Context: an optimization exercise on an open-source flow, tuned for small area. The choices shown serve that exercise and are no tape-out recipe.
Function was checked by simulation only, so behaviour that the tests miss may differ from the original.
Power is estimated from default activity; no workload was simulated.

==> design/flow/design.v <==
module bcd;
endmodule
module seven_segment;
endmodule
module clock(
		input [0:0] CLOCK_24,
		input RST,
		input [1:0] KEY,
		output [6:0] HEX0,
		output [6:0] HEX1,
		output [6:0] HEX2,
		output [6:0] HEX3,
		output [13:0] GPIO_0
	);
	wire _000_;
	wire _001_;
	wire _002_;
	wire _003_;
	wire _004_;
	wire _005_;
	wire _006_;
	wire _007_;
	wire _008_;
	wire _009_;
	wire _010_;
	wire _011_;
	wire _012_;
	wire _013_;
	wire _014_;
	wire _015_;
	wire _016_;
	wire _017_;
	wire _018_;
	wire _019_;
	wire _020_;
	wire _021_;
	wire _022_;
	wire _023_;
	wire _024_;
	wire _025_;
	wire _026_;
	wire _027_;
	wire _028_;
	wire _029_;
	wire _030_;
	wire _031_;
	wire _032_;
	wire _033_;
	wire _034_;
	wire _035_;
	wire _036_;
	wire _037_;
	wire _038_;
	wire _039_;
	wire _040_;
	wire _041_;
	wire _042_;
	wire _043_;
	wire _044_;
	wire _045_;
	wire _046_;
	wire _047_;
	wire _048_;
	wire _049_;
	wire _050_;
	wire _051_;
	wire _052_;
	wire _053_;
	wire _054_;
	wire _055_;
	wire _056_;
	wire _057_;
	wire _058_;
	wire _059_;
	wire _060_;
	wire _061_;
	wire _062_;
	wire _063_;
	wire _064_;
	wire _065_;
	wire _066_;
	wire _067_;
	wire _068_;
	wire _069_;
	wire _070_;
	wire _071_;
	wire _072_;
	wire _073_;
	wire _074_;
	wire _075_;
	wire _076_;
	wire _077_;
	wire _078_;
	wire _079_;
	wire _080_;
	wire _081_;
	wire _082_;
	wire _083_;
	wire _084_;
	wire _085_;
	wire _086_;
	wire _087_;
	wire _088_;
	wire _089_;
	wire _090_;
	wire _091_;
	wire _092_;
	wire _093_;
	wire _094_;
	wire _095_;
	wire _096_;
	wire _097_;
	wire _098_;
	wire _099_;
	wire _100_;
	wire _101_;
	wire _102_;
	wire _103_;
	wire _104_;
	wire _105_;
	wire _106_;
	wire _107_;
	wire _108_;
	wire _109_;
	wire _110_;
	wire _111_;
	wire _112_;
	wire _113_;
	wire _114_;
	wire _115_;
	wire _116_;
	wire _117_;
	wire _118_;
	wire _119_;
	wire _120_;
	wire _121_;
	wire _122_;
	wire _123_;
	wire _124_;
	wire _125_;
	wire _126_;
	wire _127_;
	wire _128_;
	wire _129_;
	wire _130_;
	wire _131_;
	wire _132_;
	wire _133_;
	wire _134_;
	wire _135_;
	wire _136_;
	wire _137_;
	wire _138_;
	wire _139_;
	wire _140_;
	wire _141_;
	wire _142_;
	wire _143_;
	wire _144_;
	wire _145_;
	wire _146_;
	wire _147_;
	wire _148_;
	wire _149_;
	wire _150_;
	wire _151_;
	wire _152_;
	wire _153_;
	wire _154_;
	wire _155_;
	wire _156_;
	wire _157_;
	wire _158_;
	wire _159_;
	wire _160_;
	wire _161_;
	wire _162_;
	wire _163_;
	wire _164_;
	wire _165_;
	wire _166_;
	wire _167_;
	wire _168_;
	wire _169_;
	wire _170_;
	wire _171_;
	wire _172_;
	wire _173_;
	wire _174_;
	wire _175_;
	wire _176_;
	wire _177_;
	wire _178_;
	wire _179_;
	wire _180_;
	wire _181_;
	wire _182_;
	wire _183_;
	wire _184_;
	wire _185_;
	wire _186_;
	wire _187_;
	wire _188_;
	wire _189_;
	wire _190_;
	wire _191_;
	wire _192_;
	wire _193_;
	wire _194_;
	wire _195_;
	wire _196_;
	wire _197_;
	wire _198_;
	wire _199_;
	wire _200_;
	wire _201_;
	wire _202_;
	wire _203_;
	wire _204_;
	wire _205_;
	wire _206_;
	wire _207_;
	wire _208_;
	wire _209_;
	wire _210_;
	wire _211_;
	wire _212_;
	wire _213_;
	wire _214_;
	wire _215_;
	wire _216_;
	wire _217_;
	wire _218_;
	wire _219_;
	wire _220_;
	wire _221_;
	wire _222_;
	wire _223_;
	wire _224_;
	wire _225_;
	wire _226_;
	wire _227_;
	wire _228_;
	wire _229_;
	wire _230_;
	wire _231_;
	wire _232_;
	wire _233_;
	wire _234_;
	wire _235_;
	wire _236_;
	wire _237_;
	wire _238_;
	wire _239_;
	wire _240_;
	wire _241_;
	wire _242_;
	wire _243_;
	wire _244_;
	wire _245_;
	wire _246_;
	wire _247_;
	wire _248_;
	wire _249_;
	wire _250_;
	wire _251_;
	wire _252_;
	wire _253_;
	wire _254_;
	wire _255_;
	wire _256_;
	wire _257_;
	wire _258_;
	wire _259_;
	wire _260_;
	wire _261_;
	wire _262_;
	wire _263_;
	wire _264_;
	wire _265_;
	wire _266_;
	wire _267_;
	wire _268_;
	wire _269_;
	wire _270_;
	wire _271_;
	wire _272_;
	wire _273_;
	wire _274_;
	wire _275_;
	wire _276_;
	wire _277_;
	wire _278_;
	wire _279_;
	wire _280_;
	wire _281_;
	wire _282_;
	wire _283_;
	wire _284_;
	wire _285_;
	wire _286_;
	wire _287_;
	wire _288_;
	wire _289_;
	wire _290_;
	wire _291_;
	wire _292_;
	wire _293_;
	wire _294_;
	wire _295_;
	wire _296_;
	wire _297_;
	wire _298_;
	wire _299_;
	wire _300_;
	wire _301_;
	wire _302_;
	wire _303_;
	wire _304_;
	wire _305_;
	wire _306_;
	wire _307_;
	wire _308_;
	wire _309_;
	wire _310_;
	wire _311_;
	wire _312_;
	wire _313_;
	wire _314_;
	wire _315_;
	wire _316_;
	wire _317_;
	wire _318_;
	wire _319_;
	wire _320_;
	wire _321_;
	wire _322_;
	wire _323_;
	wire _324_;
	wire _325_;
	wire _326_;
	wire _327_;
	wire _328_;
	wire _329_;
	wire _330_;
	wire _331_;
	wire _332_;
	wire _333_;
	wire _334_;
	wire _335_;
	wire _336_;
	wire _337_;
	wire _338_;
	wire _339_;
	wire _340_;
	wire _341_;
	wire _342_;
	wire _343_;
	wire _344_;
	wire _345_;
	wire _346_;
	wire _347_;
	wire _348_;
	wire _349_;
	wire _350_;
	wire _351_;
	wire _352_;
	wire _353_;
	wire _354_;
	wire _355_;
	wire _356_;
	wire _357_;
	wire _358_;
	wire _359_;
	wire _360_;
	wire _361_;
	wire days_0_;
	wire days_1_;
	wire days_2_;
	wire days_3_;
	wire days_4_;
	wire dc_0_;
	wire dc_1_;
	wire dc_2_;
	wire dg0_0_;
	wire dg0_1_;
	wire dg0_2_;
	wire dg0_3_;
	wire dg1_0_;
	wire dg1_1_;
	wire dg1_2_;
	wire dg1_3_;
	wire dg2_0_;
	wire dg2_1_;
	wire dg2_2_;
	wire dg2_3_;
	wire dg3_0_;
	wire dg3_1_;
	wire dg3_2_;
	wire dg4_0_;
	wire dg4_1_;
	wire dg4_2_;
	wire dg4_3_;
	wire dg5_1_;
	wire dg5_2_;
	wire enc_d_0_;
	wire enc_d_1_;
	wire enc_d_2_;
	wire enc_d_3_;
	wire hours_0_;
	wire hours_1_;
	wire hours_2_;
	wire hours_3_;
	wire hours_4_;
	wire int_hi_0_;
	wire int_hi_1_;
	wire int_hi_2_;
	wire int_hi_3_;
	wire int_lo_0_;
	wire int_lo_1_;
	wire int_lo_2_;
	wire int_lo_3_;
	wire int_lo_4_;
	wire int_lo_5_;
	wire int_lo_6_;
	wire int_lo_7_;
	wire key_ff1_0_;
	wire key_ff1_1_;
	wire key_ff2_0_;
	wire key_ff2_1_;
	wire key_reg_0_;
	wire key_reg_1_;
	wire minutes_0_;
	wire minutes_1_;
	wire minutes_2_;
	wire minutes_3_;
	wire minutes_4_;
	wire minutes_5_;
	wire months_0_;
	wire months_1_;
	wire months_2_;
	wire months_3_;
	wire p2_0_;
	wire p2_1_;
	wire p2_2_;
	wire p2_3_;
	wire seconds_0_;
	wire seconds_1_;
	wire seconds_2_;
	wire seconds_3_;
	wire seconds_4_;
	wire seconds_5_;
	wire set_state_0_;
	wire set_state_1_;
	wire set_state_2_;
	wire years_0_;
	wire years_1_;
	wire years_2_;
	wire years_3_;
	wire years_4_;
	wire years_5_;
	wire years_6_;
	reg r_p2_0;
	always @( posedge CLOCK_24[0] ) r_p2_0 <= enc_d_0_;
	assign p2_0_ = r_p2_0;
	reg r_p2_1;
	always @( posedge CLOCK_24[0] ) r_p2_1 <= enc_d_1_;
	assign p2_1_ = r_p2_1;
	reg r_p2_2;
	always @( posedge CLOCK_24[0] ) r_p2_2 <= enc_d_2_;
	assign p2_2_ = r_p2_2;
	reg r_p2_3;
	always @( posedge CLOCK_24[0] ) r_p2_3 <= enc_d_3_;
	assign p2_3_ = r_p2_3;
	reg r_key_reg_0;
	always @( posedge CLOCK_24[0] ) r_key_reg_0 <= _046_;
	assign key_reg_0_ = r_key_reg_0;
	reg r_key_reg_1;
	always @( posedge CLOCK_24[0] ) r_key_reg_1 <= _047_;
	assign key_reg_1_ = r_key_reg_1;
	reg r_key_ff2_0;
	always @( posedge CLOCK_24[0] ) r_key_ff2_0 <= _045_;
	assign key_ff2_0_ = r_key_ff2_0;
	reg r_key_ff2_1;
	always @( posedge CLOCK_24[0] ) r_key_ff2_1 <= _048_;
	assign key_ff2_1_ = r_key_ff2_1;
	reg r_key_ff1_0;
	always @( posedge CLOCK_24[0] ) r_key_ff1_0 <= _044_;
	assign key_ff1_0_ = r_key_ff1_0;
	reg r_key_ff1_1;
	always @( posedge CLOCK_24[0] ) r_key_ff1_1 <= _049_;
	assign key_ff1_1_ = r_key_ff1_1;
	reg r_HEX3_6;
	always @( posedge CLOCK_24[0] ) r_HEX3_6 <= _043_;
	assign HEX3[6] = r_HEX3_6;
	reg r_dg5_1;
	always @( posedge CLOCK_24[0] ) r_dg5_1 <= _042_;
	assign dg5_1_ = r_dg5_1;
	reg r_dg5_2;
	always @( posedge CLOCK_24[0] ) r_dg5_2 <= _050_;
	assign dg5_2_ = r_dg5_2;
	reg r_dg3_0;
	always @( posedge CLOCK_24[0] ) r_dg3_0 <= _041_;
	assign dg3_0_ = r_dg3_0;
	reg r_dg3_1;
	always @( posedge CLOCK_24[0] ) r_dg3_1 <= _040_;
	assign dg3_1_ = r_dg3_1;
	reg r_dg3_2;
	always @( posedge CLOCK_24[0] ) r_dg3_2 <= _051_;
	assign dg3_2_ = r_dg3_2;
	reg r_dg4_0;
	always @( posedge CLOCK_24[0] ) r_dg4_0 <= _039_;
	assign dg4_0_ = r_dg4_0;
	reg r_dg4_1;
	always @( posedge CLOCK_24[0] ) r_dg4_1 <= _038_;
	assign dg4_1_ = r_dg4_1;
	reg r_dg4_2;
	always @( posedge CLOCK_24[0] ) r_dg4_2 <= _037_;
	assign dg4_2_ = r_dg4_2;
	reg r_dg4_3;
	always @( posedge CLOCK_24[0] ) r_dg4_3 <= _052_;
	assign dg4_3_ = r_dg4_3;
	reg r_dg2_0;
	always @( posedge CLOCK_24[0] ) r_dg2_0 <= _036_;
	assign dg2_0_ = r_dg2_0;
	reg r_dg2_1;
	always @( posedge CLOCK_24[0] ) r_dg2_1 <= _035_;
	assign dg2_1_ = r_dg2_1;
	reg r_dg2_2;
	always @( posedge CLOCK_24[0] ) r_dg2_2 <= _034_;
	assign dg2_2_ = r_dg2_2;
	reg r_dg2_3;
	always @( posedge CLOCK_24[0] ) r_dg2_3 <= _053_;
	assign dg2_3_ = r_dg2_3;
	reg r_dg1_0;
	always @( posedge CLOCK_24[0] ) r_dg1_0 <= _033_;
	assign dg1_0_ = r_dg1_0;
	reg r_dg1_1;
	always @( posedge CLOCK_24[0] ) r_dg1_1 <= _032_;
	assign dg1_1_ = r_dg1_1;
	reg r_dg1_2;
	always @( posedge CLOCK_24[0] ) r_dg1_2 <= _031_;
	assign dg1_2_ = r_dg1_2;
	reg r_dg1_3;
	always @( posedge CLOCK_24[0] ) r_dg1_3 <= _054_;
	assign dg1_3_ = r_dg1_3;
	reg r_dg0_0;
	always @( posedge CLOCK_24[0] ) r_dg0_0 <= _030_;
	assign dg0_0_ = r_dg0_0;
	reg r_dg0_1;
	always @( posedge CLOCK_24[0] ) r_dg0_1 <= _029_;
	assign dg0_1_ = r_dg0_1;
	reg r_dg0_2;
	always @( posedge CLOCK_24[0] ) r_dg0_2 <= _028_;
	assign dg0_2_ = r_dg0_2;
	reg r_dg0_3;
	always @( posedge CLOCK_24[0] ) r_dg0_3 <= _055_;
	assign dg0_3_ = r_dg0_3;
	reg r_dc_0;
	always @( posedge CLOCK_24[0] ) r_dc_0 <= _027_;
	assign dc_0_ = r_dc_0;
	reg r_dc_1;
	always @( posedge CLOCK_24[0] ) r_dc_1 <= _026_;
	assign dc_1_ = r_dc_1;
	reg r_dc_2;
	always @( posedge CLOCK_24[0] ) r_dc_2 <= _056_;
	assign dc_2_ = r_dc_2;
	reg r_set_state_0;
	always @( posedge CLOCK_24[0] ) r_set_state_0 <= _025_;
	assign set_state_0_ = r_set_state_0;
	reg r_set_state_1;
	always @( posedge CLOCK_24[0] ) r_set_state_1 <= _024_;
	assign set_state_1_ = r_set_state_1;
	reg r_set_state_2;
	always @( posedge CLOCK_24[0] ) r_set_state_2 <= _057_;
	assign set_state_2_ = r_set_state_2;
	reg r_years_0;
	always @( posedge CLOCK_24[0] ) r_years_0 <= _023_;
	assign years_0_ = r_years_0;
	reg r_years_1;
	always @( posedge CLOCK_24[0] ) r_years_1 <= _022_;
	assign years_1_ = r_years_1;
	reg r_years_2;
	always @( posedge CLOCK_24[0] ) r_years_2 <= _021_;
	assign years_2_ = r_years_2;
	reg r_years_3;
	always @( posedge CLOCK_24[0] ) r_years_3 <= _020_;
	assign years_3_ = r_years_3;
	reg r_years_4;
	always @( posedge CLOCK_24[0] ) r_years_4 <= _019_;
	assign years_4_ = r_years_4;
	reg r_years_5;
	always @( posedge CLOCK_24[0] ) r_years_5 <= _018_;
	assign years_5_ = r_years_5;
	reg r_years_6;
	always @( posedge CLOCK_24[0] ) r_years_6 <= _058_;
	assign years_6_ = r_years_6;
	reg r_months_0;
	always @( posedge CLOCK_24[0] ) r_months_0 <= _017_;
	assign months_0_ = r_months_0;
	reg r_months_1;
	always @( posedge CLOCK_24[0] ) r_months_1 <= _016_;
	assign months_1_ = r_months_1;
	reg r_months_2;
	always @( posedge CLOCK_24[0] ) r_months_2 <= _015_;
	assign months_2_ = r_months_2;
	reg r_months_3;
	always @( posedge CLOCK_24[0] ) r_months_3 <= _059_;
	assign months_3_ = r_months_3;
	reg r_days_0;
	always @( posedge CLOCK_24[0] ) r_days_0 <= _014_;
	assign days_0_ = r_days_0;
	reg r_days_1;
	always @( posedge CLOCK_24[0] ) r_days_1 <= _013_;
	assign days_1_ = r_days_1;
	reg r_days_2;
	always @( posedge CLOCK_24[0] ) r_days_2 <= _012_;
	assign days_2_ = r_days_2;
	reg r_days_3;
	always @( posedge CLOCK_24[0] ) r_days_3 <= _011_;
	assign days_3_ = r_days_3;
	reg r_days_4;
	always @( posedge CLOCK_24[0] ) r_days_4 <= _060_;
	assign days_4_ = r_days_4;
	reg r_hours_0;
	always @( posedge CLOCK_24[0] ) r_hours_0 <= _010_;
	assign hours_0_ = r_hours_0;
	reg r_hours_1;
	always @( posedge CLOCK_24[0] ) r_hours_1 <= _009_;
	assign hours_1_ = r_hours_1;
	reg r_hours_2;
	always @( posedge CLOCK_24[0] ) r_hours_2 <= _008_;
	assign hours_2_ = r_hours_2;
	reg r_hours_3;
	always @( posedge CLOCK_24[0] ) r_hours_3 <= _007_;
	assign hours_3_ = r_hours_3;
	reg r_hours_4;
	always @( posedge CLOCK_24[0] ) r_hours_4 <= _061_;
	assign hours_4_ = r_hours_4;
	reg r_minutes_0;
	always @( posedge CLOCK_24[0] ) r_minutes_0 <= _006_;
	assign minutes_0_ = r_minutes_0;
	reg r_minutes_1;
	always @( posedge CLOCK_24[0] ) r_minutes_1 <= _005_;
	assign minutes_1_ = r_minutes_1;
	reg r_minutes_2;
	always @( posedge CLOCK_24[0] ) r_minutes_2 <= _004_;
	assign minutes_2_ = r_minutes_2;
	reg r_minutes_3;
	always @( posedge CLOCK_24[0] ) r_minutes_3 <= _003_;
	assign minutes_3_ = r_minutes_3;
	reg r_minutes_4;
	always @( posedge CLOCK_24[0] ) r_minutes_4 <= _002_;
	assign minutes_4_ = r_minutes_4;
	reg r_minutes_5;
	always @( posedge CLOCK_24[0] ) r_minutes_5 <= _062_;
	assign minutes_5_ = r_minutes_5;
	reg r_seconds_0;
	always @( posedge CLOCK_24[0] ) r_seconds_0 <= _001_;
	assign seconds_0_ = r_seconds_0;
	reg r_seconds_1;
	always @( posedge CLOCK_24[0] ) r_seconds_1 <= _000_;
	assign seconds_1_ = r_seconds_1;
	reg r_seconds_2;
	always @( posedge CLOCK_24[0] ) r_seconds_2 <= _078_;
	assign seconds_2_ = r_seconds_2;
	reg r_seconds_3;
	always @( posedge CLOCK_24[0] ) r_seconds_3 <= _077_;
	assign seconds_3_ = r_seconds_3;
	reg r_seconds_4;
	always @( posedge CLOCK_24[0] ) r_seconds_4 <= _076_;
	assign seconds_4_ = r_seconds_4;
	reg r_seconds_5;
	always @( posedge CLOCK_24[0] ) r_seconds_5 <= _063_;
	assign seconds_5_ = r_seconds_5;
	reg r_int_hi_1;
	always @( posedge CLOCK_24[0] ) r_int_hi_1 <= _074_;
	assign int_hi_1_ = r_int_hi_1;
	reg r_int_hi_2;
	always @( posedge CLOCK_24[0] ) r_int_hi_2 <= _073_;
	assign int_hi_2_ = r_int_hi_2;
	reg r_int_hi_3;
	always @( posedge CLOCK_24[0] ) r_int_hi_3 <= _064_;
	assign int_hi_3_ = r_int_hi_3;
	reg r_int_hi_0;
	always @( posedge CLOCK_24[0] ) r_int_hi_0 <= _075_;
	assign int_hi_0_ = r_int_hi_0;
	reg r_int_lo_0;
	always @( posedge CLOCK_24[0] ) r_int_lo_0 <= _072_;
	assign int_lo_0_ = r_int_lo_0;
	reg r_int_lo_1;
	always @( posedge CLOCK_24[0] ) r_int_lo_1 <= _071_;
	assign int_lo_1_ = r_int_lo_1;
	reg r_int_lo_2;
	always @( posedge CLOCK_24[0] ) r_int_lo_2 <= _070_;
	assign int_lo_2_ = r_int_lo_2;
	reg r_int_lo_3;
	always @( posedge CLOCK_24[0] ) r_int_lo_3 <= _069_;
	assign int_lo_3_ = r_int_lo_3;
	reg r_int_lo_4;
	always @( posedge CLOCK_24[0] ) r_int_lo_4 <= _068_;
	assign int_lo_4_ = r_int_lo_4;
	reg r_int_lo_5;
	always @( posedge CLOCK_24[0] ) r_int_lo_5 <= _067_;
	assign int_lo_5_ = r_int_lo_5;
	reg r_int_lo_6;
	always @( posedge CLOCK_24[0] ) r_int_lo_6 <= _066_;
	assign int_lo_6_ = r_int_lo_6;
	reg r_int_lo_7;
	always @( posedge CLOCK_24[0] ) r_int_lo_7 <= _065_;
	assign int_lo_7_ = r_int_lo_7;
	assign _079_ = (~(HEX3[6]));
	assign _080_ = (~(p2_0_));
	assign HEX3[2] = (~(dg5_1_));
	assign _081_ = (~(dg3_0_));
	assign HEX1[2] = (~(dg3_1_));
	assign _082_ = (~(dg4_0_));
	assign _083_ = (~(dg4_2_));
	assign _084_ = (~(dg2_0_));
	assign _085_ = (~(dg2_1_));
	assign _086_ = (~(dg2_2_));
	assign _087_ = (~(dg1_0_));
	assign _088_ = (~(dg1_1_));
	assign _089_ = (~(dg1_2_));
	assign _090_ = (~(dg0_0_));
	assign _091_ = (~(dg0_2_));
	assign _092_ = (~(days_1_));
	assign _093_ = (~(set_state_1_));
	assign _094_ = (~(months_1_));
	assign _095_ = (~(dc_0_));
	assign _096_ = (~(dc_1_));
	assign HEX2[6] = (~(dg4_2_)&~(dg4_3_)) | (~(_082_)&~(dg4_1_));
	assign _097_ = (~(dg1_3_)&~(dg1_0_));
	assign _098_ = (~(_088_)&~(_097_));
	assign GPIO_0[3] = (~(dg1_0_)&~(_098_)) | (~(dg1_2_)&~(_098_));
	assign HEX1[0] = (~(dg3_2_)&~(dg3_0_)) | (~(dg3_1_)&(dg3_0_));
	assign GPIO_0[4] = (~(dg1_0_)&~(_089_)) | (~(dg1_3_));
	assign GPIO_0[5] = (~(dg1_2_)&~(dg1_3_)) | (~(dg1_0_)&~(_088_));
	assign HEX1[1] = (~(dg3_2_)&~(_081_)) | (~(dg3_1_)&~(_081_));
	assign HEX2[1] = (~(dg4_3_)&~(_082_)) | (~(dg4_2_)&~(_082_));
	assign GPIO_0[6] = (~(dg1_2_)&~(dg1_3_)) | (~(_087_)&~(dg1_1_));
	assign GPIO_0[7] = (~(dg0_3_)&~(dg0_1_)) | (~(dg0_2_)&~(dg0_1_));
	assign GPIO_0[8] = (~(dg0_3_)&~(_090_)) | (~(dg0_2_)&~(_090_));
	assign _099_ = ((dg4_3_)&(dg4_1_)) | ((dg4_0_)&(dg4_1_));
	assign HEX2[3] = (~(dg4_0_)&~(_099_)) | (~(dg4_2_)&~(_099_));
	assign _100_ = (~(dg0_3_)) | (~(_090_));
	assign GPIO_0[9] = (~(dg0_1_)&~(dg0_2_)) | (~(_100_)&~(dg0_2_));
	assign HEX0[5] = (~(dg2_2_)&~(dg2_3_)) | (~(dg2_0_)&~(_085_));
	assign _101_ = (~(dg2_3_)&~(dg2_0_));
	assign _102_ = (~(_085_)&~(_101_));
	assign HEX0[3] = (~(dg2_0_)&~(_102_)) | (~(dg2_2_)&~(_102_));
	assign HEX1[4] = (~(dg3_0_)&~(HEX1[2])) | (~(dg3_2_));
	assign _103_ = ((dg0_3_)&(dg0_1_)) | ((dg0_0_)&(dg0_1_));
	assign GPIO_0[10] = (~(dg0_0_)&~(_103_)) | (~(dg0_2_)&~(_103_));
	assign GPIO_0[11] = (~(dg0_0_)&~(_091_)) | (~(dg0_3_));
	assign _104_ = (~(dg4_3_)) | (~(_082_));
	assign HEX2[2] = (~(dg4_1_)&~(dg4_2_)) | (~(_104_)&~(dg4_2_));
	assign HEX1[5] = (~(dg3_1_)&~(dg3_2_)) | (~(dg3_0_)&(dg3_2_));
	assign GPIO_0[12] = (~(dg0_2_)&~(dg0_3_)) | ((_090_)&(dg0_1_));
	assign HEX3[4] = (~(HEX3[6])&~(HEX3[2])) | (~(dg5_2_));
	assign GPIO_0[13] = (~(dg0_2_)&~(dg0_3_)) | (~(_090_)&~(dg0_1_));
	assign HEX1[6] = ((dg3_2_)&(dg3_0_)) | ((HEX1[2])&(dg3_0_));
	assign _105_ = (~(set_state_0_)&~(set_state_2_));
	assign _106_ = (~(set_state_0_)&~(set_state_1_)&~(set_state_2_));
	assign _107_ = (~(key_reg_1_)&~(set_state_2_)) | (~(_106_)&~(set_state_2_));
	assign _108_ = ((key_reg_1_)&(_106_)) | ((set_state_2_));
	assign _109_ = (~(minutes_0_)&~(_108_));
	assign _110_ = (~(_095_)&~(dc_1_));
	assign _111_ = (~(months_0_)&~(_107_)) | (~(_110_));
	assign _112_ = (~(seconds_0_)&~(_108_));
	assign _113_ = (~(years_0_)&~(_107_)) | (~(_095_));
	assign _114_ = (~(hours_0_)&~(_108_));
	assign _115_ = (~(days_0_)&~(_107_)) | (~(dc_1_));
	assign _116_ = (~(dc_0_)&~(dc_2_));
	assign _117_ = (~(dc_0_)) | (~(dc_2_));
	assign _118_ = (~(dc_1_)&~(_116_)) | (~(_117_)&~(_116_));
	assign _119_ = (~(_118_));
	assign _120_ = (~(_114_)&~(_115_)) | (~(_112_)&~(_113_)) | (~(_118_));
	assign _121_ = (~(dc_2_)) | (~(dc_1_));
	assign _122_ = (~(_107_)&~(_121_));
	assign _123_ = (~(dc_0_)&~(dc_1_)&~(_107_));
	assign _124_ = ((years_2_)) | (~(_123_));
	assign _125_ = (~(dc_0_)&~(dc_1_)&~(_108_));
	assign _126_ = (~(seconds_2_)&~(dc_0_)&~(dc_1_)&~(_108_));
	assign _127_ = (~(dc_2_)&~(_096_));
	assign _128_ = (~(_110_)&~(_127_));
	assign _129_ = (~(_107_)&~(_128_));
	assign _130_ = (~(months_2_)&~(_107_)&~(_128_));
	assign _131_ = (~(_108_)&~(_121_));
	assign _132_ = (~(dc_2_)) | (~(dc_1_)) | (~(_107_));
	assign _133_ = (~(_108_)&~(_128_));
	assign _134_ = (~(minutes_2_)&~(_108_)&~(_128_)) | (~(_132_)&~(hours_2_));
	assign _135_ = (~(_126_)&~(_130_)&~(_134_));
	assign _136_ = (~(days_2_)&~(_107_)&~(_121_)) | (~(_124_)) | (~(_135_));
	assign _137_ = (~(hours_4_)&~(_132_));
	assign _138_ = (~(days_4_)&~(_107_)) | (~(dc_2_)&~(_107_)) | (~(dc_1_)&~(_107_));
	assign _139_ = (~(seconds_4_)&~(dc_0_)&~(dc_1_)) | (~(_128_)&~(minutes_4_));
	assign _140_ = ((years_6_)) | (~(_123_)) | (~(years_4_));
	assign _141_ = (~(_137_)&~(_138_)&~(_139_)) | (~(_140_));
	assign _142_ = (~(_141_));
	assign _143_ = (~(years_5_)) | (~(_123_));
	assign _144_ = (~(seconds_5_)&~(_133_)) | (~(seconds_5_)&~(minutes_5_)) | (~(_125_)&~(_133_)) | (~(_125_)&~(minutes_5_));
	assign _145_ = (~(_143_)) | (~(_144_));
	assign _146_ = (~(seconds_3_)&~(_133_)&~(years_3_)) | (~(seconds_3_)&~(_133_)&~(_123_)) | (~(seconds_3_)&~(minutes_3_)&~(years_3_)) | (~(_125_)&~(_133_)&~(years_3_)) | (~(seconds_3_)&~(minutes_3_)&~(_123_)) | (~(_125_)&~(_133_)&~(_123_)) | (~(_125_)&~(minutes_3_)&~(years_3_)) | (~(_125_)&~(minutes_3_)&~(_123_));
	assign _147_ = (~(_145_)) | (~(_146_));
	assign _148_ = (~(_147_));
	assign _149_ = (~(_141_)) | (~(_148_));
	assign _150_ = (~(years_6_)) | (~(_123_));
	assign _151_ = ((years_4_)) | ((_150_));
	assign _152_ = (~(_147_)) | (~(_151_));
	assign _153_ = (~(_141_)&~(_152_)) | (~(_149_));
	assign _154_ = ((_136_)) | ((_153_));
	assign _155_ = (~(_149_)) | (~(_152_));
	assign _156_ = (~(_147_)&~(_151_));
	assign _157_ = (~(days_3_)&~(_129_)&~(_131_)) | (~(days_3_)&~(_129_)&~(hours_3_)) | (~(days_3_)&~(months_3_)&~(_131_)) | (~(_122_)&~(_129_)&~(_131_)) | (~(days_3_)&~(months_3_)&~(hours_3_)) | (~(_122_)&~(_129_)&~(hours_3_)) | (~(_122_)&~(months_3_)&~(_131_)) | (~(_122_)&~(months_3_)&~(hours_3_));
	assign _158_ = ((_146_)&(_157_)) | ((_145_));
	assign _159_ = (~(_158_)&~(_142_)) | (~(_155_)&~(_156_)) | (~(_136_));
	assign _160_ = (~(_154_)) | (~(_159_));
	assign _161_ = ((_125_)&(seconds_1_)) | ((years_1_)&(_123_));
	assign _162_ = ((_133_)&(minutes_1_)) | ((months_1_)&(_129_)) | ((_161_));
	assign _163_ = (~(days_1_)&~(_131_)&~(_162_)) | (~(days_1_)&~(hours_1_)&~(_162_)) | (~(_122_)&~(_131_)&~(_162_)) | (~(_122_)&~(hours_1_)&~(_162_));
	assign _164_ = ((_136_)) | ((_151_));
	assign _165_ = (~(_136_)) | (~(_141_));
	assign _166_ = (~(_147_)&~(_164_)) | (~(_147_)&~(_165_)) | (~(_158_)&~(_164_)) | (~(_158_)&~(_165_));
	assign _167_ = (~(_158_)&~(_166_)) | (~(_164_)&~(_166_));
	assign _168_ = (~(_148_)&~(_167_)) | (~(_151_)&~(_167_)) | (~(_154_)&~(_167_));
	assign _169_ = (~(_160_)&~(_168_)) | (~(_163_)&~(_168_));
	assign _170_ = (~(_136_)&~(_148_)) | (~(_141_)&~(_148_));
	assign _171_ = (~(_166_)&~(_170_)) | (~(_151_)&~(_158_));
	assign _172_ = (~(_118_)&~(_169_)&~(_171_)) | (~(_120_));
	assign _173_ = (~(_109_)&~(_111_)) | (~(_172_));
	assign _174_ = (~(years_5_)&~(years_4_));
	assign _175_ = (~(dc_2_)&~(_150_)&~(_174_)) | (~(_168_)&~(_119_));
	assign _176_ = ((_163_)) | (~(_118_));
	assign _177_ = (~(_118_)&~(_153_));
	assign _178_ = (~(_159_)) | (~(_177_));
	assign _179_ = ((_176_)&(_178_)) | ((_175_));
	assign _180_ = (~(_179_));
	assign _181_ = ((_175_)&(_176_)&(_178_));
	assign _182_ = ((_180_)) | ((_181_));
	assign _183_ = (~(_118_)) | (~(_171_));
	assign _184_ = (~(_118_)) | (~(_163_)) | (~(_171_));
	assign _185_ = ((_182_)) | (~(_184_));
	assign _186_ = (~(_145_)&~(_151_));
	assign _187_ = (~(_145_)&~(_186_)) | (~(_155_)&~(_186_));
	assign _188_ = (~(_118_)&~(_187_));
	assign _189_ = (~(_119_)&~(_160_));
	assign _190_ = (~(_188_)&~(_189_));
	assign _191_ = (~(_171_)&~(_173_)) | (~(_190_));
	assign _192_ = (~(_173_)&~(_190_)) | ((_191_)&(_180_));
	assign _193_ = ((_179_)&(_192_)) | ((_190_)&(_192_));
	assign enc_d_0_ = (~(_173_)&~(_193_)) | (~(_185_)&~(_193_));
	assign _194_ = (~(_173_)&(_185_));
	assign _195_ = (~(_179_)&~(_183_)) | (~(_173_));
	assign _196_ = (~(_179_)&~(_195_)) | (~(_183_)&~(_195_)) | (~(_190_)&~(_195_));
	assign enc_d_1_ = ((_194_)) | ((_196_));
	assign HEX0[4] = (~(dg2_0_)&~(_086_)) | (~(dg2_3_));
	assign _197_ = (~(_182_)&~(_191_));
	assign enc_d_2_ = (~(_182_)&~(_197_)) | (~(_192_)&~(_197_));
	assign HEX2[4] = (~(dg4_0_)&~(_083_)) | (~(dg4_3_));
	assign HEX0[0] = (~(dg2_3_)&~(dg2_1_)) | (~(dg2_2_)&~(dg2_1_));
	assign enc_d_3_ = ((_184_)&(_190_)) | ((_194_)) | ((_181_));
	assign HEX3[0] = (~(_079_)&~(dg5_1_));
	assign GPIO_0[1] = (~(dg1_3_)&~(_087_)) | (~(dg1_2_)&~(_087_));
	assign HEX2[5] = (~(dg4_2_)&~(dg4_3_)) | ((_082_)&(dg4_1_));
	assign GPIO_0[0] = (~(dg1_3_)&~(dg1_1_)) | (~(dg1_2_)&~(dg1_1_));
	assign HEX0[6] = (~(dg2_2_)&~(dg2_3_)) | (~(_084_)&~(dg2_1_));
	assign HEX2[0] = (~(dg4_3_)&~(dg4_1_)) | (~(dg4_2_)&~(dg4_1_));
	assign HEX0[1] = (~(dg2_3_)&~(_084_)) | (~(dg2_2_)&~(_084_));
	assign HEX3[5] = (~(dg5_2_)) | (~(HEX3[6]));
	assign _198_ = (~(dg1_3_)&~(_088_)) | (~(_087_)&~(_088_));
	assign GPIO_0[2] = (~(dg1_2_)&~(_198_));
	assign _199_ = (~(dg2_3_)&~(_085_)) | (~(_084_)&~(_085_));
	assign HEX0[2] = (~(dg2_2_)&~(_199_));
	assign _200_ = ((int_lo_3_)) | (~(int_lo_2_)) | (~(int_lo_4_));
	assign _201_ = (~(int_hi_3_)) | (~(int_hi_0_));
	assign _202_ = (~(int_lo_1_)&~(int_lo_0_)&~(_200_)&~(_201_));
	assign _203_ = (~(seconds_0_)&~(seconds_1_)) | (~(_202_)&~(seconds_1_));
	assign _204_ = (~(key_reg_0_)&(key_ff2_0_));
	assign _205_ = ((set_state_0_)&(_204_));
	assign _206_ = (~(set_state_0_)) | (~(_204_));
	assign _207_ = (~(set_state_0_)&~(_204_));
	assign _208_ = (~(_205_)&~(_207_));
	assign _209_ = ((_205_)) | ((_207_));
	assign _210_ = ((set_state_2_)) | (~(set_state_1_));
	assign _211_ = ((key_reg_1_)) | (~(key_ff2_1_));
	assign _212_ = (~(_209_)&~(_210_)&~(_211_));
	assign _213_ = (~(RST)&~(_212_));
	assign _214_ = ((seconds_1_)&(seconds_0_)&(_202_));
	assign _000_ = (~(RST)&~(_203_)&~(_212_)&~(_214_));
	assign _215_ = (~(seconds_0_)&~(_202_)) | ((seconds_0_)&(_202_));
	assign _001_ = (~(RST)&~(_212_)&~(_215_));
	assign _216_ = ((seconds_3_)&(seconds_4_)&(_214_));
	assign _217_ = (~(seconds_5_)) | (~(_216_));
	assign _218_ = (~(_217_));
	assign _219_ = (~(set_state_1_)) | (~(_204_));
	assign _220_ = (~(_105_)&~(_219_));
	assign _221_ = (~(_219_)&~(_105_)) | (~(set_state_1_)&~(_205_));
	assign _222_ = (~(set_state_2_)&~(_208_));
	assign _223_ = (~(set_state_2_)&~(_208_)&~(_221_));
	assign _224_ = (~(set_state_2_)&~(_208_)&~(_211_)&~(_221_));
	assign _225_ = (~(minutes_0_)&~(_217_)) | ((minutes_0_)&(_217_));
	assign _226_ = ((minutes_0_)&(_218_)) | ((minutes_0_)&(_224_)) | ((_218_)&(_224_));
	assign _227_ = ((minutes_1_)&(_226_));
	assign _228_ = ((minutes_1_)&(minutes_2_)&(_226_));
	assign _229_ = ((minutes_3_)&(_228_));
	assign _230_ = ((minutes_4_)&(minutes_5_)&(minutes_3_)&(minutes_1_));
	assign _231_ = ((_226_)&(_230_)) | ((RST));
	assign _232_ = (~(minutes_4_)&~(_229_)) | ((_231_));
	assign _002_ = (~(minutes_4_)&~(_232_)) | (~(_229_)&~(_232_));
	assign _233_ = (~(minutes_3_)&~(_228_));
	assign _003_ = (~(_229_)&~(_231_)&~(_233_));
	assign _234_ = (~(minutes_2_)&~(_227_));
	assign _004_ = (~(_228_)&~(_231_)&~(_234_));
	assign _235_ = (~(minutes_1_)&~(_226_));
	assign _005_ = (~(RST)&~(_227_)&~(_235_));
	assign _236_ = (~(_224_)&~(_225_)) | ((_224_)&(_225_));
	assign _006_ = (~(RST)&~(_236_));
	assign _237_ = ((minutes_0_)&(_218_)&(_230_));
	assign _238_ = (~(_237_));
	assign _239_ = ((set_state_1_)) | ((set_state_2_)) | ((_205_)) | ((_207_));
	assign _240_ = (~(_211_)&~(_239_));
	assign _241_ = ((_237_)&~(_240_)) | (~(_237_)&(_240_));
	assign _242_ = ((hours_0_)&(_237_)) | ((hours_0_)&(_240_)) | ((_237_)&(_240_));
	assign _243_ = ((hours_1_)&(_242_));
	assign _244_ = (~(hours_2_)) | (~(_243_));
	assign _245_ = (~(hours_4_)&~(RST)&~(_244_));
	assign _246_ = (~(hours_2_)&~(RST)) | (~(_243_)&~(RST));
	assign _007_ = ((_245_)&~(hours_3_)) | ((_246_)&(hours_3_));
	assign _008_ = ((hours_2_)&(_246_)) | ((_243_)&(_246_));
	assign _247_ = (~(hours_1_)&~(_242_));
	assign _009_ = (~(RST)&~(_243_)&~(_247_));
	assign _248_ = (~(hours_0_)&~(_241_)) | ((hours_0_)&(_241_));
	assign _010_ = (~(RST)&~(_248_));
	assign _249_ = (~(hours_2_)) | (~(hours_4_)) | (~(hours_1_)) | (~(hours_0_));
	assign _250_ = (~(_238_)&~(_249_));
	assign _251_ = ((days_0_)&(_250_));
	assign _252_ = (~(days_1_)&~(_251_));
	assign _253_ = (~(days_1_)) | (~(_251_));
	assign _254_ = (~(days_0_)&~(_250_)) | ((days_0_)&(_250_));
	assign _255_ = (~(months_0_)&~(months_3_));
	assign _256_ = (~(months_0_)&~(_094_)&~(months_2_)&~(months_3_));
	assign _257_ = (~(years_0_)&~(years_1_)) | (~(_256_));
	assign _258_ = (~(_092_)&~(_254_)) | (~(_257_)&~(_254_));
	assign _259_ = (~(years_0_)&~(years_1_)&~(_252_)&(_256_));
	assign _260_ = (~(_258_)&~(_259_)) | (~(_106_));
	assign _261_ = ((months_2_)) | (~(months_3_)) | (~(months_0_));
	assign _262_ = (~(days_1_)) | (~(_261_));
	assign _263_ = (~(months_2_)&~(_262_)&~(_254_)) | (~(_255_)&~(_262_)&~(_254_));
	assign _264_ = (~(days_3_)) | (~(days_2_)) | (~(days_4_));
	assign _265_ = (~(days_3_)) | (~(days_2_)) | (~(days_4_)) | (~(_202_));
	assign _266_ = (~(_253_)&~(_263_)&~(_265_)) | (~(_260_)&~(_263_)&~(_265_));
	assign _267_ = (~(_266_));
	assign _268_ = (~(_254_)) | (~(_267_));
	assign _269_ = (~(_206_)&~(_210_));
	assign _270_ = ((_206_)) | ((_210_));
	assign _271_ = (~(_093_)&~(_269_)) | (~(set_state_2_)&~(_269_)) | (~(_207_)&~(_269_));
	assign _272_ = (~(_211_)&~(_271_));
	assign _273_ = (~(_268_)) | (~(_272_));
	assign _274_ = (~(_253_)&~(_252_)) | (~(_273_)&~(_252_));
	assign _275_ = ((days_2_)&(_274_));
	assign _276_ = ((days_3_)&(days_2_)&(_274_));
	assign _277_ = (~(RST)&~(_266_));
	assign _278_ = (~(days_3_)&~(_275_)) | (~(_277_));
	assign _011_ = (~(_276_)&~(_278_));
	assign _279_ = (~(days_2_)&~(_274_));
	assign _012_ = (~(RST)&~(_266_)&~(_275_)&~(_279_));
	assign _280_ = ((_252_)) | (~(_253_));
	assign _281_ = (~(_267_)&~(_280_)) | (~(_273_)&~(_280_));
	assign _013_ = (~(_273_)&~(_281_)&~(RST)) | (~(_280_)&~(_281_)&~(RST));
	assign _282_ = (~(_268_)&~(_272_));
	assign _283_ = (~(_264_)&~(_280_));
	assign _284_ = (~(_273_)&~(_283_));
	assign _014_ = (~(_282_)&~(_284_)) | ((RST));
	assign _285_ = ((_093_)&(set_state_2_)&(_208_));
	assign _286_ = (~(_211_)&(_285_));
	assign _287_ = ((months_0_)&(_266_)) | ((months_0_)&(_286_)) | ((_266_)&(_286_));
	assign _288_ = ((months_1_)&(_287_));
	assign _289_ = (~(months_2_)) | (~(months_3_));
	assign _290_ = (~(_267_)&~(_289_));
	assign _291_ = (~(_094_)&~(_261_)) | (~(_266_));
	assign _292_ = (~(_267_)) | (~(_289_));
	assign _293_ = (~(_286_)&~(RST)) | (~(_291_)&~(RST)) | (~(_292_)&~(RST));
	assign _294_ = (~(_290_)&(_293_));
	assign _295_ = (~(months_2_)&~(_288_)) | (~(_294_));
	assign _015_ = (~(months_2_)&~(_295_)) | (~(_288_)&~(_295_));
	assign _296_ = (~(_286_)) | (~(_290_)) | (~(_293_));
	assign _297_ = (~(months_1_)&~(_287_));
	assign _298_ = (~(_288_)&~(_297_));
	assign _299_ = (~(_294_)) | (~(_298_));
	assign _016_ = (~(_296_)) | (~(_299_));
	assign _300_ = (~(months_0_)) | (~(_266_)) | (~(_289_));
	assign _301_ = (~(months_0_)&~(_266_)) | (~(_300_));
	assign _302_ = ((_286_)&~(_301_)) | (~(_286_)&(_301_));
	assign _017_ = (~(_293_)) | (~(_302_));
	assign _303_ = (~(years_0_)&~(_290_)) | ((years_0_)&(_290_));
	assign _304_ = (~(set_state_2_)) | (~(_219_));
	assign _305_ = ((_093_)&(_206_)) | ((_211_)) | ((_304_));
	assign _306_ = (~(_303_)&~(_305_));
	assign _307_ = ((years_0_)&(_290_)) | ((_306_));
	assign _308_ = ((years_1_)&(_307_));
	assign _309_ = ((years_2_)&(years_3_)&(_308_));
	assign _310_ = ((years_4_)&(_309_));
	assign _311_ = (~(years_5_)&~(_310_));
	assign _312_ = (~(years_4_)&~(years_2_)&~(years_3_)&(years_6_));
	assign _313_ = ((years_5_)&(years_1_)&(_306_)&(_312_)) | ((RST));
	assign _314_ = ((years_5_)&(years_4_)&(_309_));
	assign _018_ = (~(_311_)&~(_313_)&~(_314_));
	assign _315_ = (~(years_4_)&~(_309_));
	assign _019_ = (~(RST)&~(_310_)&~(_315_));
	assign _316_ = (~(years_2_)&~(years_3_)) | (~(_308_)&~(years_3_));
	assign _020_ = (~(RST)&~(_309_)&~(_316_));
	assign _317_ = (~(years_2_)&~(_313_)) | (~(_308_)&~(_313_));
	assign _021_ = ((years_2_)&(_317_)) | ((_308_)&(_317_));
	assign _318_ = (~(years_1_)&~(_307_));
	assign _022_ = (~(RST)&~(_308_)&~(_318_));
	assign _319_ = ((_303_)&(_305_));
	assign _023_ = (~(RST)&~(_306_)&~(_319_));
	assign _024_ = (~(RST)&~(_221_));
	assign _025_ = (~(RST)&~(_209_)&~(_220_));
	assign _026_ = (~(_095_)&~(RST));
	assign _027_ = (~(dc_2_)&~(RST));
	assign _320_ = ((_202_)) | ((_212_));
	assign _321_ = ((int_lo_6_)) | ((int_lo_2_)) | ((int_lo_1_)) | ((int_lo_0_));
	assign _322_ = (~(int_lo_3_)&~(int_lo_5_)&~(_321_));
	assign _323_ = (~(int_lo_4_)&(_322_)&(int_lo_7_));
	assign _324_ = (~(int_hi_0_)&~(_323_)) | ((int_hi_0_)&(_323_));
	assign _325_ = (~(_320_)&~(_324_));
	assign _326_ = (~(_221_)&~(_222_)&~(_325_));
	assign _327_ = (~(dc_0_)&~(dc_2_)&~(_326_));
	assign _328_ = (~(_116_)&~(_326_));
	assign _028_ = ((_328_)&(dg0_2_)) | ((p2_2_)&(_327_));
	assign _029_ = ((_328_)&(dg0_1_)) | ((p2_1_)&(_327_));
	assign _030_ = (~(_080_)&~(_328_)) | (~(_080_)&~(_090_)) | (~(_327_)&~(_328_)) | (~(_327_)&~(_090_));
	assign _329_ = (~(_095_)&~(dc_1_)&~(_326_));
	assign _330_ = (~(_110_)&~(_326_));
	assign _031_ = ((_330_)&(dg1_2_)) | ((p2_2_)&(_329_));
	assign _032_ = ((_330_)&(dg1_1_)) | ((p2_1_)&(_329_));
	assign _033_ = (~(_080_)&~(_330_)) | (~(_080_)&~(_087_)) | (~(_329_)&~(_330_)) | (~(_329_)&~(_087_));
	assign _331_ = (~(_223_)&~(_285_));
	assign _332_ = (~(_325_)&~(_331_));
	assign _333_ = (~(dc_2_)&~(_096_)&~(_332_));
	assign _334_ = (~(_127_)&~(_332_));
	assign _034_ = ((_334_)&(dg2_2_)) | ((p2_2_)&(_333_));
	assign _035_ = ((_334_)&(dg2_1_)) | ((p2_1_)&(_333_));
	assign _036_ = (~(_080_)&~(_334_)) | (~(_080_)&~(_084_)) | (~(_333_)&~(_334_)) | (~(_333_)&~(_084_));
	assign _335_ = (~(_239_)&~(_325_)) | (~(_271_)&~(_325_));
	assign _336_ = (~(dc_0_)&~(_096_)&~(_335_));
	assign _337_ = (~(_095_)&~(_335_)) | (~(dc_1_)&~(_335_));
	assign _037_ = ((_337_)&(dg4_2_)) | ((p2_2_)&(_336_));
	assign _038_ = ((_337_)&(dg4_1_)) | ((p2_1_)&(_336_));
	assign _039_ = (~(_080_)&~(_337_)) | (~(_080_)&~(_082_)) | (~(_336_)&~(_337_)) | (~(_336_)&~(_082_));
	assign _338_ = (~(_117_)&~(_332_));
	assign _339_ = (~(dc_0_)&~(_332_)) | (~(dc_2_)&~(_332_));
	assign _040_ = ((_339_)&(dg3_1_)) | ((p2_2_)&(_338_));
	assign _041_ = (~(_080_)&~(_339_)) | (~(_080_)&~(_081_)) | (~(_338_)&~(_339_)) | (~(_338_)&~(_081_));
	assign _340_ = (~(dc_2_)&~(_335_)) | (~(_096_)&~(_335_));
	assign _341_ = (~(dc_1_)&~(_335_)&(dc_2_));
	assign _042_ = ((_341_)&(p2_2_)) | ((dg5_1_)&(_340_));
	assign _043_ = (~(_079_)&~(_341_)) | (~(_079_)&~(_080_)) | (~(_340_)&~(_341_)) | (~(_340_)&~(_080_));
	assign _044_ = (~(KEY[0])&~(RST));
	assign _045_ = (~(RST)&(key_ff1_0_));
	assign _046_ = (~(RST)&(key_ff2_0_));
	assign _047_ = (~(RST)&(key_ff2_1_));
	assign _048_ = (~(RST)&(key_ff1_1_));
	assign _049_ = (~(RST)&~(KEY[1]));
	assign _050_ = ((_341_)&(p2_3_)) | ((dg5_2_)&(_340_));
	assign _051_ = ((_339_)&(dg3_2_)) | ((p2_3_)&(_338_));
	assign _052_ = ((_337_)&(dg4_3_)) | ((p2_3_)&(_336_));
	assign _053_ = ((_334_)&(dg2_3_)) | ((p2_3_)&(_333_));
	assign _054_ = ((_330_)&(dg1_3_)) | ((p2_3_)&(_329_));
	assign _055_ = ((_328_)&(dg0_3_)) | ((p2_3_)&(_327_));
	assign _056_ = (~(_096_)&~(RST));
	assign _057_ = (~(_270_)&~(RST)) | (~(_304_)&~(RST));
	assign _342_ = (~(years_6_)&~(_314_)) | ((_313_));
	assign _058_ = (~(years_6_)&~(_342_)) | (~(_314_)&~(_342_));
	assign _343_ = (~(months_2_)&~(months_3_)) | (~(_288_)&~(months_3_));
	assign _059_ = (~(_343_)&(_294_));
	assign _344_ = (~(days_4_)&~(_276_)) | (~(_277_));
	assign _060_ = (~(days_4_)&~(_344_)) | (~(_276_)&~(_344_));
	assign _061_ = ((_246_)&(hours_4_)) | ((hours_3_)&(_245_));
	assign _345_ = (~(minutes_4_)&~(minutes_5_)) | (~(_229_)&~(minutes_5_));
	assign _062_ = (~(_231_)&~(_345_));
	assign _346_ = (~(_213_)) | (~(_217_));
	assign _347_ = (~(seconds_2_)&~(seconds_5_)) | (~(_216_)&~(seconds_5_));
	assign _063_ = (~(_346_)&~(_347_));
	assign _348_ = ((int_hi_1_)&(int_hi_0_)&(_323_));
	assign _349_ = ((int_hi_2_)&(_348_));
	assign _350_ = (~(RST)&~(_320_));
	assign _351_ = (~(int_hi_3_)&~(_349_)) | (~(_350_));
	assign _064_ = (~(int_hi_3_)&~(_351_)) | (~(_349_)&~(_351_));
	assign _065_ = ((int_lo_6_)&(_350_));
	assign _066_ = ((int_lo_5_)&(_350_));
	assign _067_ = ((int_lo_4_)&(_350_));
	assign _068_ = ((int_lo_3_)&(_213_));
	assign _069_ = ((int_lo_2_)&(_350_));
	assign _070_ = ((int_lo_1_)&(_213_));
	assign _071_ = ((int_lo_0_)&(_213_));
	assign _352_ = ((int_lo_3_)&~(int_lo_5_)) | (~(int_lo_3_)&(int_lo_5_));
	assign _353_ = (~(int_lo_4_)&~(_322_));
	assign _354_ = (~(int_lo_7_)&~(_353_)) | ((int_lo_7_)&(_353_));
	assign _355_ = (~(_352_)&~(_354_)) | (~(_350_));
	assign _072_ = (~(_352_)&~(_355_)) | (~(_354_)&~(_355_));
	assign _356_ = (~(int_hi_2_)&~(_348_));
	assign _073_ = (~(RST)&~(_320_)&~(_349_)&~(_356_));
	assign _357_ = (~(int_hi_0_)&~(int_hi_1_)) | (~(_323_)&~(int_hi_1_));
	assign _074_ = (~(RST)&~(_320_)&~(_348_)&~(_357_));
	assign _075_ = (~(RST)&~(_320_)&~(_324_));
	assign _358_ = (~(seconds_2_)) | (~(_214_));
	assign _359_ = (~(seconds_2_)&~(seconds_4_)) | (~(seconds_3_)&~(seconds_4_)) | (~(_214_)&~(seconds_4_));
	assign _076_ = (~(seconds_2_)&~(_346_)&~(_359_)) | (~(_216_)&~(_346_)&~(_359_));
	assign _360_ = ((seconds_3_)&~(_358_)) | (~(seconds_3_)&(_358_));
	assign _077_ = (~(_346_)&~(_360_));
	assign _361_ = (~(seconds_2_)&~(_214_));
	assign _078_ = (~(_361_)&~(_346_)&(_358_));
	assign HEX3[3] = HEX3[0];
	assign HEX3[1] = HEX3[0];
	assign HEX1[3] = HEX1[0];
endmodule
==> design/flow/run.sh <==
#!/bin/bash
# synth_recipe.tcl (not shown) runs the flow's synth.tcl, then flattens the netlist and writes it again
# the make line also repeats each setting of config.mk as NAME=value (left out here)
make -C /OpenROAD-flow-scripts/flow DESIGN_CONFIG=/design/flow/config.mk WORK_HOME=/design/flow/orfs CLKGATE_MAP_FILE= SYNTH_SCRIPT=/design/flow/synth_recipe.tcl finish
==> design/flow/config.mk <==
export PLATFORM = sky130hd
export DESIGN_NAME = clock
export DESIGN_NICKNAME = clock
export VERILOG_FILES = /design/flow/design.v
export SDC_FILE = /design/flow/constraint.sdc
export NUM_CORES = 4
export LEC_CHECK = 0
export ABC_AREA = 1
export CAP_MARGIN = 20
export CORE_MARGIN = 2
export CORE_UTILIZATION = 80
export PLACE_DENSITY = 0.85
export SLEW_MARGIN = 20
==> design/flow/constraint.sdc <==
create_clock -name core_clock -period 10.0 [get_ports {CLOCK_24}]
set_input_delay 2.0000 -clock core_clock [delete_from_list [all_inputs] [get_ports {CLOCK_24}]]
set_output_delay 2.0000 -clock core_clock [all_outputs]
set_load 0.01 [all_outputs]
==> results of run 1 <==
## cells by family after synthesis
kind of cell               count (synthesis)  share of synthesized area
and+or+nand+nor                          274                      0.290
buffers and inverters                    140                      0.125
AOI/OAI and AO/OA                        134                      0.169
DFF                                       83                      0.374
adders and majority gates                 12                     0.0372
xor gates and xnor gates                   2                    0.00395
==> flow_summary_export.csv, run 1 <==
group,metric,value,unit
synth,syn-num-nets,661,
synth,synth-edff-count,0,
run_status,failing_step,"global placement",
synth,synth_top_area_share,0.374,
synth,synth_cell_types,47,
synth,synth_most_common_cell,"inv_1",
die,ioPinCount,46,
synth,synthTopCellsByArea,"dfxtp_1, inv_1, nand2_1",
die,die_y,78.5,um
synth,ys_warn_count,1,
run_status,status,"aborted with a tool error",
synth,syn_inst,645,
synth,syn-cell-area,4440,um2
synth,synth_top_flop_cell,"dfxtp_1",
synth,yosysTopAreaCell,"dfxtp_1",
die,die_w,78.5,um
die,start_util,0.816,
run_status,tool.error,"[ERROR GPL-0301] Utilization 100.703 % exceeds 100%.",
placed_design,io_buffers,45,
synth,synthArstFlopShare,0,
synth,syn-mean-instance-area,6.88,um2
synth,synth_common_cells,"inv_1, nand2_1, dfxtp_1",
die,rows,27,
synth,ys_seq_area_frac,0.374,
synth,synth-seq-cells,83,
==> inputs of run 2 (changes only) <==
--- a/design/flow/config.mk
+++ b/design/flow/config.mk
@@ -8,6 +8,5 @@
 export ABC_AREA = 1
 export CAP_MARGIN = 20
 export CORE_MARGIN = 2
-export CORE_UTILIZATION = 80
-export PLACE_DENSITY = 0.85
+export CORE_UTILIZATION = 60
 export SLEW_MARGIN = 20
==> run 2 against run 1 <==
Against the previous run: the run now finishes clean; area after synthesis is the same; synthesized cell count is the same.
==> flow_summary_export.csv, run 2 <==
group,metric,value,unit
pwr,vdd_ir_drop_max,77.1,uV
synth,synth-edff-count,0,
min_path,whs_path_depth,2,
synth,synth_most_common_cell,"inv_1",
final_layout,multi_input_area,2220,um2
synth,ys_warn_count,1,
setup_path,r2r-end,"r_years_6$_DFF_P_",
die,die_w,90.0,um
timing,hold_ws,0.414,ns
timing,finalClockSkew,0.0125,ns
pwr,seq_power_share,0.437,
pwr,internal-power,608,uW
die,die_y,90.0,um
clocking,clockBufferDepth,2,
pwr,clockPowerShare,0.284,
setup_path,critical_path.slowest_cell,"dfxtp_1",
pwr,power_switching,279,uW
routing,route.detailed.drc,0,
timing,layout_min_cycle_time,4.81,ns
min_path,holdPathEnd,"r_key_ff2_1$_DFF_P_",
final_layout,final_nets,706,
timing,slew_viol_final,0,
die,dieArea,8100,um2
synth,synth_cell_types,47,
global_routing,overflow,0,
clocking,cts_root_buf,"clkbuf_8",
clocking,clock_latency,0.37,ns
routing,postRouteAntennaNets,0,
die,ioPinCount,46,
die,coreArea,7210,um2
setup_path,required,10.26,ns
setup_path,cp_max_fo,5,
global_routing,grt_pass1_vias,3947,
synth,yosysTopAreaCell,"dfxtp_1",
placed_design,io_buffers,45,
routing,viasPerCell,5.30,
routing,routed_wl,10100,um
synth,syn-num-nets,661,
run,max_cap_viol_count,0,
setup_path,worst_path_most_repeated_cell,"nand2_1",
synth,synthArstFlopShare,0,
setup_path,cp.arrival,5.07,ns
synth,synth_top_flop_cell,"dfxtp_1",
setup_path,r2r_slack,5.19,ns
setup_path,cp-end-kind,"flip-flop",
timing,slew_headroom,0.538,
final_layout,fill_cells,633,
min_path,worstHoldPathType,"reg2reg",
clocking,numCtsBuffers,9,
clocking,path_clk_slew,0.09,ns
synth,synthTopCellsByArea,"dfxtp_1, inv_1, nand2_1",
clocking,ctsHoldBuffers,0,
pwr,p_leak,2.32,nW
final_layout,final_cell_mix,"inv_1, nand2_1, dfxtp_1",
timing,rsz0062_at_grt,"no",
global_routing,grt_use_total,0.257,
clocking,cts.repair.resized,0,
setup_path,slowest_delay,0.34,ns
placed_design,place_hpwl,7930,um
placed_design,routabilityCongestion,0.908,
run_status,status,"complete, no violations",
routing,dr.pass1.iters,5,
synth,syn-cell-area,4440,um2
synth,syn_inst,645,
global_routing,grt_max_degree,24,
timing,timing.setup.tns,0,ns
timing,fmax,208,MHz
pwr,powerDensity,172,nW/um2
final_layout,layout_commonest_cell,"inv_1",
clocking,cts.sinks,83,
setup_path,timing.rr.start,"r_int_lo_4$_DFF_P_",
final_layout,seq_area,1660,um2
synth,synth_common_cells,"inv_1, nand2_1, dfxtp_1",
clocking,cts_setup_buffers,0,
global_routing,grt_pass1_wl,17200,um
clocking,tritoncts,"built",
die,rows,31,
final_layout,diodes,0,
routing,post_drt_wl_per_cell,12.8,um
timing,worstMarginPinSlew,0.688,ns
synth,syn-mean-instance-area,6.88,um2
final_layout,syn2layout_area_growth,16.1,%
synth,ys_seq_area_frac,0.374,
synth,synth-seq-cells,83,
timing,final_hold_viol_count,0,
die,start_util,0.615,
pwr,comb_power_share,0.279,
routing,dr_total_vias,4206,
routing,drt_iter0_markers,189,
setup_path,r2r_cells,33,
clocking,cts_max_level,3,
pwr,netSwitchingFraction,0.314,
global_routing,antenna_found_initial,0,
setup_path,criticalPathCategory,"reg2reg",
min_path,worstHoldStart,"r_key_ff1_1$_DFF_P_",
final_layout,drive_gt1_frac,0.0763,
timing,finalCritPeriodShare,0.481,
setup_path,worst_setup_path_start_kind,"flip-flop",
timing,setup_violations,0,
synth,synth_top_area_share,0.374,
[run 2: critical path, delay by kind of cell (launching register included)]
family          cells  cell delay [ns]
simple gates       19             2.63
flops               1             0.34
fa+ha+maj           4             0.75
buf+inv             6             0.49
compound gates      4             0.49
[run 2: power groups by stage]
stage               clock, mW  sequential, mW  combinational [mW]
CTS                     0.255           0.387               0.248
floorplan                   0           0.386               0.135
global route            0.268           0.392               0.268
finish                  0.252           0.388               0.247
detailed placement          0           0.395               0.248
global placement            0           0.393               0.243
[run 2: stage by stage]
stage,area [um2],cells,utilization,power [mW],setup slack [ns]
after floorplan,4440,645,-,0.520,5.94
after global placement,4940,778,0.685,0.636,5.53
after detailed placement,4940,778,0.685,0.642,5.28
after CTS,5150,794,0.715,0.891,5.19
after global routing,5150,794,0.715,0.928,4.60
final,5150,794,0.715,0.886,5.19
[run 2: area by class of cell]
| type | instances | share of cell area |
|---|---|---|
| Tap cell | 99 | 0.0240 |
| Sequential cell | 83 | 0.322 |
| Clock buffer | 9 | 0.0240 |
| Timing Repair Buffer | 46 | 0.0888 |
| Multi-Input combinational cell | 422 | 0.431 |
| Inverter | 128 | 0.0932 |
| Clock inverter | 7 | 0.0167 |
[run 2: logic make-up after synthesis]
kind of cell             Yosys count  synth area share
AND/OR/NAND/NOR                  274             0.290
buffers and inverters            140             0.125
AO/OA/AOI/OAI                    134             0.169
flip-flops                        83             0.374
adder cells (fa/ha/maj)           12            0.0372
XOR/XNOR                           2           0.00395
[run 2: worst max-delay path by stage]
| stage | start | endpoint | cells past startpoint |
|---|---|---|---|
| after CTS | r_int_lo_4$_DFF_P_ | r_years_6$_DFF_P_ | 33 |
| after global placement | r_int_lo_4$_DFF_P_ | r_years_6$_DFF_P_ | 33 |
| final | r_int_lo_4$_DFF_P_ | r_years_6$_DFF_P_ | 33 |
| after global routing | r_int_lo_4$_DFF_P_ | r_years_6$_DFF_P_ | 33 |
| after detailed placement | r_int_lo_4$_DFF_P_ | r_years_6$_DFF_P_ | 33 |
| after floorplan | r_int_lo_4$_DFF_P_ | r_years_6$_DFF_P_ | 33 |
[run 2: routing by layer]
metal / share of wire / track usage
met1: 0.44 / 0.297
met2: 0.48 / 0.456
met3: 0.050 / 0.0662
met4: 0.032 / 0.0974
met5: 0 / 0
==> inputs of run 3 (changes only) <==
--- a/design/flow/config.mk
+++ b/design/flow/config.mk
@@ -8,5 +8,5 @@
 export ABC_AREA = 1
 export CAP_MARGIN = 20
 export CORE_MARGIN = 2
-export CORE_UTILIZATION = 60
+export CORE_UTILIZATION = 40
 export SLEW_MARGIN = 20
==> run 3 against run 2 <==
Against the previous run: sequential share of layout area shrank 0.10 points; still clean; first-iteration DRC count is 10% higher; cell area up 0.32%; die area grew 48%.
==> flow_summary_export.csv, run 3 <==
group,metric,value,unit
placed_design,place_hpwl,7970,um
setup_path,slowest_delay,0.34,ns
synth,ys_warn_count,1,
synth,synthArstFlopShare,0,
die,ioPinCount,46,
final_layout,layout_commonest_cell,"inv_1",
routing,drt_iter0_markers,208,
setup_path,cp-end-kind,"flip-flop",
global_routing,grt_pass1_wl,17400,um
routing,viasPerCell,4.98,
timing,worstMarginPinSlew,0.703,ns
timing,setup_violations,0,
placed_design,placed_cells,819,
die,rows,38,
setup_path,cp.arrival,5.02,ns
timing,fmax,210,MHz
synth,syn-num-nets,661,
timing,rsz0062_at_grt,"no",
synth,synth_common_cells,"inv_1, nand2_1, dfxtp_1",
routing,post_drt_wl_per_cell,12.3,um
final_layout,final_cell_mix,"inv_1, nand2_1, dfxtp_1",
die,coreArea,10800,um2
clocking,cts_root_buf,"clkbuf_8",
clocking,cts_max_level,3,
final_layout,final_nets,706,
timing,layout_min_cycle_time,4.77,ns
clocking,cts_setup_buffers,0,
synth,synth_top_area_share,0.374,
synth,synth_most_common_cell,"inv_1",
setup_path,criticalPathCategory,"reg2reg",
die,start_util,0.410,
setup_path,critical_path.slowest_cell,"dfxtp_1",
synth,syn-cell-area,4440,um2
global_routing,antenna_found_initial,0,
timing,finalClockSkew,0.00905,ns
timing,finalCritPeriodShare,0.477,
global_routing,grt_use_total,0.184,
final_layout,drive_gt1_frac,0.0763,
placed_design,io_buffers,45,
die,die_y,109,um
final_layout,diodes,0,
run,max_cap_viol_count,0,
synth,ys_seq_area_frac,0.374,
timing,timing.setup.tns,0,ns
routing,routed_wl,10300,um
pwr,seq_power_share,0.451,
synth,syn_inst,645,
placed_design,routabilityCongestion,0.841,
routing,postRouteAntennaNets,0,
routing,route.detailed.drc,0,
setup_path,r2r_slack,5.23,ns
setup_path,cp_max_fo,5,
pwr,p_leak,2.30,nW
pwr,vdd_ir_drop_max,88.0,uV
die,dieArea,12000,um2
synth,yosysTopAreaCell,"dfxtp_1",
pwr,comb_power_share,0.288,
synth,synth_cell_types,47,
clocking,ctsHoldBuffers,0,
min_path,worstHoldPathType,"reg2reg",
clocking,tritoncts,"built",
synth,synth-edff-count,0,
setup_path,worst_path_most_repeated_cell,"nand2_1",
clocking,clock_latency,0.36,ns
final_layout,final_cells,835,
final_layout,fill_cells,1132,
timing,fin_ws,5.23,ns
routing,dr_total_vias,4156,
global_routing,overflow,0,
clocking,path_clk_slew,0.09,ns
pwr,power_switching,278,uW
clocking,cts.sinks,83,
run_status,status,"complete, no violations",
synth,syn-mean-instance-area,6.88,um2
synth,synthTopCellsByArea,"dfxtp_1, inv_1, nand2_1",
pwr,netSwitchingFraction,0.324,
timing,slew_viol_final,0,
routing,dr.pass1.iters,4,
placed_design,place_ws,5.27,ns
pwr,internal-power,579,uW
final_layout,syn2layout_area_growth,16.5,%
clocking,cts.repair.resized,0,
setup_path,required,10.25,ns
die,die_w,109,um
final_layout,multi_input_area,2220,um2
synth,synth-seq-cells,83,
clocking,clockBufferDepth,2,
final_layout,seq_area,1660,um2
timing,slew_headroom,0.528,
synth,synth_top_flop_cell,"dfxtp_1",
global_routing,grt_pass1_vias,3805,
pwr,powerDensity,166,nW/um2
global_routing,grt_max_degree,24,
setup_path,worst_setup_path_start_kind,"flip-flop",
clocking,numCtsBuffers,9,
pwr,clockPowerShare,0.260,
timing,final_hold_viol_count,0,
run 3: cells by family (layout without fill, tap and decap cells):
family          Yosys count  count (layout)  synth area share
compound gates          134             134             0.169
xor+xnor                  2               2           0.00395
fa+ha+maj                12              12            0.0372
buf+inv                 140             190             0.125
flops                    83              83             0.374
simple gates            274             274             0.290
run 3: per-layer routing:
layer / global-route usage / wire, um / vias up
met4: 0.0669 / 219 / 0
met5: 0 / 0 / -
li1: - / - / 2177
met3: 0.0296 / 452 / 18
met2: 0.318 / 4860 / 95
met1: 0.230 / 4750 / 1866
run 3: through the flow:
stage | power, mW | area [um2] | utilization | hold slack, ns
2_1_floorplan | 0.520 | 4440 | - | 0.388
3_3_place_gp | 0.638 | 5000 | 0.461 | 0.392
3_5_place_dp | 0.643 | 5000 | 0.461 | 0.397
4_1_cts | 0.863 | 5170 | 0.477 | 0.412
5_1_grt | 0.906 | 5170 | 0.477 | 0.447
6_report | 0.857 | 5170 | 0.477 | 0.412
run 3: layout make-up:
cell class | count | share of cell area
multi-input cells | 422 | 0.429
flip-flops and latches | 83 | 0.321
inverters | 128 | 0.0929
repair buffers | 46 | 0.0886
well taps | 140 | 0.0339
clock buffers | 9 | 0.0240
clock inverters | 7 | 0.00992
run 3: final timing paths:
| path | start | endpoint | depth (start not counted) |
|---|---|---|---|
| setup / recovery | r_int_lo_4$_DFF_P_ | r_years_6$_DFF_P_ | 33 |
| hold / removal | r_key_ff1_0$_DFF_P_ | r_key_ff2_0$_DFF_P_ | 2 |
| setup reg to reg | r_int_lo_4$_DFF_P_ | r_years_6$_DFF_P_ | 33 |
| hold reg to reg | r_key_ff1_0$_DFF_P_ | r_key_ff2_0$_DFF_P_ | 2 |
run 3: power by group through the flow:
stage	Combinational [mW]	Clock [mW]	Sequential [mW]
after floorplan	0.135	0	0.386
after global placement	0.245	0	0.393
after detailed placement	0.249	0	0.394
after CTS	0.249	0.227	0.387
after global routing	0.272	0.240	0.393
final	0.247	0.223	0.387
run 3: worst max-delay path, delay by kind of cell (launching register included):
kind,cells,cell delay [ns]
adder cells (fa/ha/maj),4,0.76
AO/OA/AOI/OAI,4,0.47
buffers and inverters,6,0.48
AND/OR/NAND/NOR,19,2.60
flip-flops,1,0.34
